This is an optimization exercise on Yosys and OpenROAD, whose aim is small area, not a production implementation.
Function was checked by simulation only, so behaviour that the tests miss may differ from the original.

## old
==> flow/design.v <==
module clmul_school #(parameter N = 4) (
  input  wire [N-1:0]   a,
  input  wire [N-1:0]   b,
  output reg  [2*N-2:0] p
);
  integer i, j;
  always @* begin
    p = {(2*N-1){1'b0}};
    for (i = 0; i < N; i = i + 1)
      for (j = 0; j < N; j = j + 1)
        p[i+j] = p[i+j] ^ (a[i] & b[j]);
  end
endmodule
module clmul_kara #(parameter N = 128, parameter LEAF = 4) (
  input  wire [N-1:0]   a,
  input  wire [N-1:0]   b,
  output wire [2*N-2:0] p
);
  generate
    if (N <= LEAF) begin : g_leaf
      clmul_school #(.N(N)) u_s (.a(a), .b(b), .p(p));
    end else begin : g_kara
      localparam M = N / 2;
      wire [2*M-2:0] l, h, d;
      clmul_kara #(.N(M), .LEAF(LEAF)) u_l (.a(a[M-1:0]), .b(b[M-1:0]), .p(l));
      clmul_kara #(.N(M), .LEAF(LEAF)) u_h (.a(a[N-1:M]), .b(b[N-1:M]), .p(h));
      clmul_kara #(.N(M), .LEAF(LEAF)) u_d (.a(a[M-1:0] ^ a[N-1:M]),
                                            .b(b[M-1:0] ^ b[N-1:M]), .p(d));
      wire [M-1:0] s    = {1'b0, l[2*M-2:M]} ^ h[M-1:0];
      wire [M-1:0] blk1 = s ^ (l[M-1:0] ^ d[M-1:0]);
      wire [M-1:0] blk2 = s ^ {1'b0, h[2*M-2:M] ^ d[2*M-2:M]};
      assign p = {h[2*M-2:M], blk2, blk1, l[M-1:0]};
    end
  endgenerate
endmodule
module mul_128_module (
  input  wire         clk,
  input  wire [127:0] A,
  input  wire [127:0] B,
  output wire [255:0] mul_128,
  input  wire         In_Busy,
  output reg          Out_Busy
);
  wire [254:0] prod;
  reg  [254:0] prod_q;
  clmul_kara #(.N(128), .LEAF(4)) u_mul (.a(A), .b(B), .p(prod));
  always @(posedge clk) begin
    prod_q   <= prod;
    Out_Busy <= In_Busy;
  end
  assign mul_128 = {1'b0, prod_q};
endmodule
export LEC_CHECK = 0
export CAP_MARGIN = 3
export CORE_MARGIN = 2
export CORE_UTILIZATION = 50
export GPL_TIMING_DRIVEN = 0
export SETUP_SLACK_MARGIN = 0.0
export SLEW_MARGIN = 3
create_clock -name core_clock -period 8.0 [get_ports {clk}]
standard.sh (not shown) runs the stock make flow with config.mk's settings and CLKGATE_MAP_FILE= SYNTH_SCRIPT=/design/flow/synth_recipe.tcl, a recipe that flattens the netlist after the stock synthesis.
==> flow/flow/run.sh <==
#!/bin/bash
set -euo pipefail
here=$(pwd)
export DONT_BUFFER_PORTS=1
export PRE_GLOBAL_PLACE_TCL=$here/flow/pre_gpl.tcl
export LAYER_PARASITICS_FILE=$here/flow/rc.tcl
export FLOW_ABC_SCRIPT=$here/flow/abc_xor.script
sed "s#SYNTH_SCRIPT=[^ ]*#SYNTH_SCRIPT=$here/flow/synth.tcl#" standard.sh > own_standard.sh
grep -q "SYNTH_SCRIPT=$here/flow/synth.tcl" own_standard.sh
bash own_standard.sh > standard.log 2>&1
==> flow/flow/abc_xor.script <==
strash
&get -n
&st
&dch -f
&nf -R 1000
&put
&get -n
&st
&dch
&nf -R 1000
&put
topo
==> flow/flow/pre_gpl.tcl <==
# Before global placement: drop the buffers ABC added, bring ABC's upsized
# gates back to their smallest size (repair_design and repair_timing size
# them up again where needed), then buffer the ports with plain buffers.
remove_buffers
foreach inst [get_cells *] {
  set ref [get_property $inst ref_name]
  if {[regexp {^(sky130_fd_sc_hd__(?:xor2|xnor2|nand2|nor2|and2|or2|mux2|mux2i|inv))_[2-9]$} $ref -> base]} {
    replace_cell $inst [get_lib_cells ${base}_1]
  }
}
buffer_ports -inputs -buffer_cell sky130_fd_sc_hd__buf_4
buffer_ports -outputs -buffer_cell sky130_fd_sc_hd__buf_1
==> flow/flow/rc.tcl <==
# sky130hd's setRC.tcl with wire capacitance x1.3 and resistance x1.2:
# the extracted parasitics of this design's routed nets run about 20-30%
# above the global-route estimate, so timing repair aims at the real loads.
set_layer_rc -layer li1 -capacitance 1.94870e-04 -resistance 8.61120e-02
set_layer_rc -layer met1 -capacitance 2.24088e-04 -resistance 1.07148e-03
set_layer_rc -layer met2 -capacitance 1.77103e-04 -resistance 1.07148e-03
set_layer_rc -layer met3 -capacitance 2.79451e-04 -resistance 1.88040e-04
set_layer_rc -layer met4 -capacitance 1.92566e-04 -resistance 1.88040e-04
set_layer_rc -layer met5 -capacitance 2.00313e-04 -resistance 2.13720e-05

set_layer_rc -via mcon -resistance 9.249146E-3
set_layer_rc -via via -resistance 4.5E-3
set_layer_rc -via via2 -resistance 3.368786E-3
set_layer_rc -via via3 -resistance 0.376635E-3
set_layer_rc -via via4 -resistance 0.00580E-3

set_wire_rc -signal -layer met1
set_wire_rc -clock -layer met3

==> flow/flow/synth.tcl <==
proc synth {args} { yosys synth -nofsm -noshare {*}$args }
proc abc {args} {
  set i [lsearch -exact $args -script]
  if {$i >= 0} { lset args [expr {$i + 1}] $::env(FLOW_ABC_SCRIPT) }
  yosys abc {*}$args
}
source $::env(SCRIPTS_DIR)/synth.tcl
# left out here: clear keep_hierarchy, flatten, clean up, hide names made inside functions, write 1_2_yosys.v
diff inputs: old => new
diff --git a/flow/flow/run.sh b/flow/flow/run.sh
--- a/flow/flow/run.sh
+++ b/flow/flow/run.sh
@@ -4,5 +4,4 @@
 export DONT_BUFFER_PORTS=1
 export PRE_GLOBAL_PLACE_TCL=$here/flow/pre_gpl.tcl
-export LAYER_PARASITICS_FILE=$here/flow/rc.tcl
 export FLOW_ABC_SCRIPT=$here/flow/abc_xor.script
 sed "s#SYNTH_SCRIPT=[^ ]*#SYNTH_SCRIPT=$here/flow/synth.tcl#" standard.sh > own_standard.sh
diff --git a/flow/config.mk b/flow/config.mk
--- a/flow/config.mk
+++ b/flow/config.mk
@@ -6,8 +6,8 @@
 export NUM_CORES = 4
 export LEC_CHECK = 0
-export CAP_MARGIN = 3
+export CAP_MARGIN = 20
 export CORE_MARGIN = 2
 export CORE_UTILIZATION = 50
 export GPL_TIMING_DRIVEN = 0
-export SETUP_SLACK_MARGIN = 0.0
-export SLEW_MARGIN = 3
+export SETUP_SLACK_MARGIN = 0.7
+export SLEW_MARGIN = 20
removed: flow/flow/rc.tcl
Results
- | new | all stages done | FAIL | max-capacitance violations, negative setup slack |
- Across both runs, design area was lower for new than for old.
- Global-route track usage on met3 in new vs old: down 0.26 points
- The final reports for new and old show max-cap violation count higher in the former.
- Part of the cycle the worst path needs ends up lower on old.
- new vs old, clock period minus worst slack went up by 440 ps.
- Between new and old, the required time of the worst setup path is higher for old.

separate check: timing with driven ports:
In the flow no input, the clock included, has a driving cell. The finished layouts below were timed again as built, in two steps. Step 1 sets driving cells, clkbuf_16 on the clock port and buf_2 on the other inputs (assumed; they add their load-dependent delay and slew). Step 2, shift: input delay + t, output delay - t, t = (earliest + latest rising clock arrival at the registers) / 2. This alone moves slack from input paths to output paths. a / b / c = ideal / step 1 / step 2; a / b = the first two.
run	t (ns)	setup WS [ns]	worst hold slack (ns)	worst setup path after step 2	slew at the worst register clock pin (ns)
old	0.774	0.276 / 0.302 / -0.472	1.031 / 0.978 / 1.752	input to register	0.08 / 0.08
new	0.734	-0.164 / -0.098 / -0.832	1.035 / 0.972 / 1.706	input to register	0.09 / 0.09
With both steps, setup timing fails in old, where it was met with ideal ports. For old, which loses most, drivers alone change the setup slack by +0.026 ns; drivers and shift together by -0.748 ns.
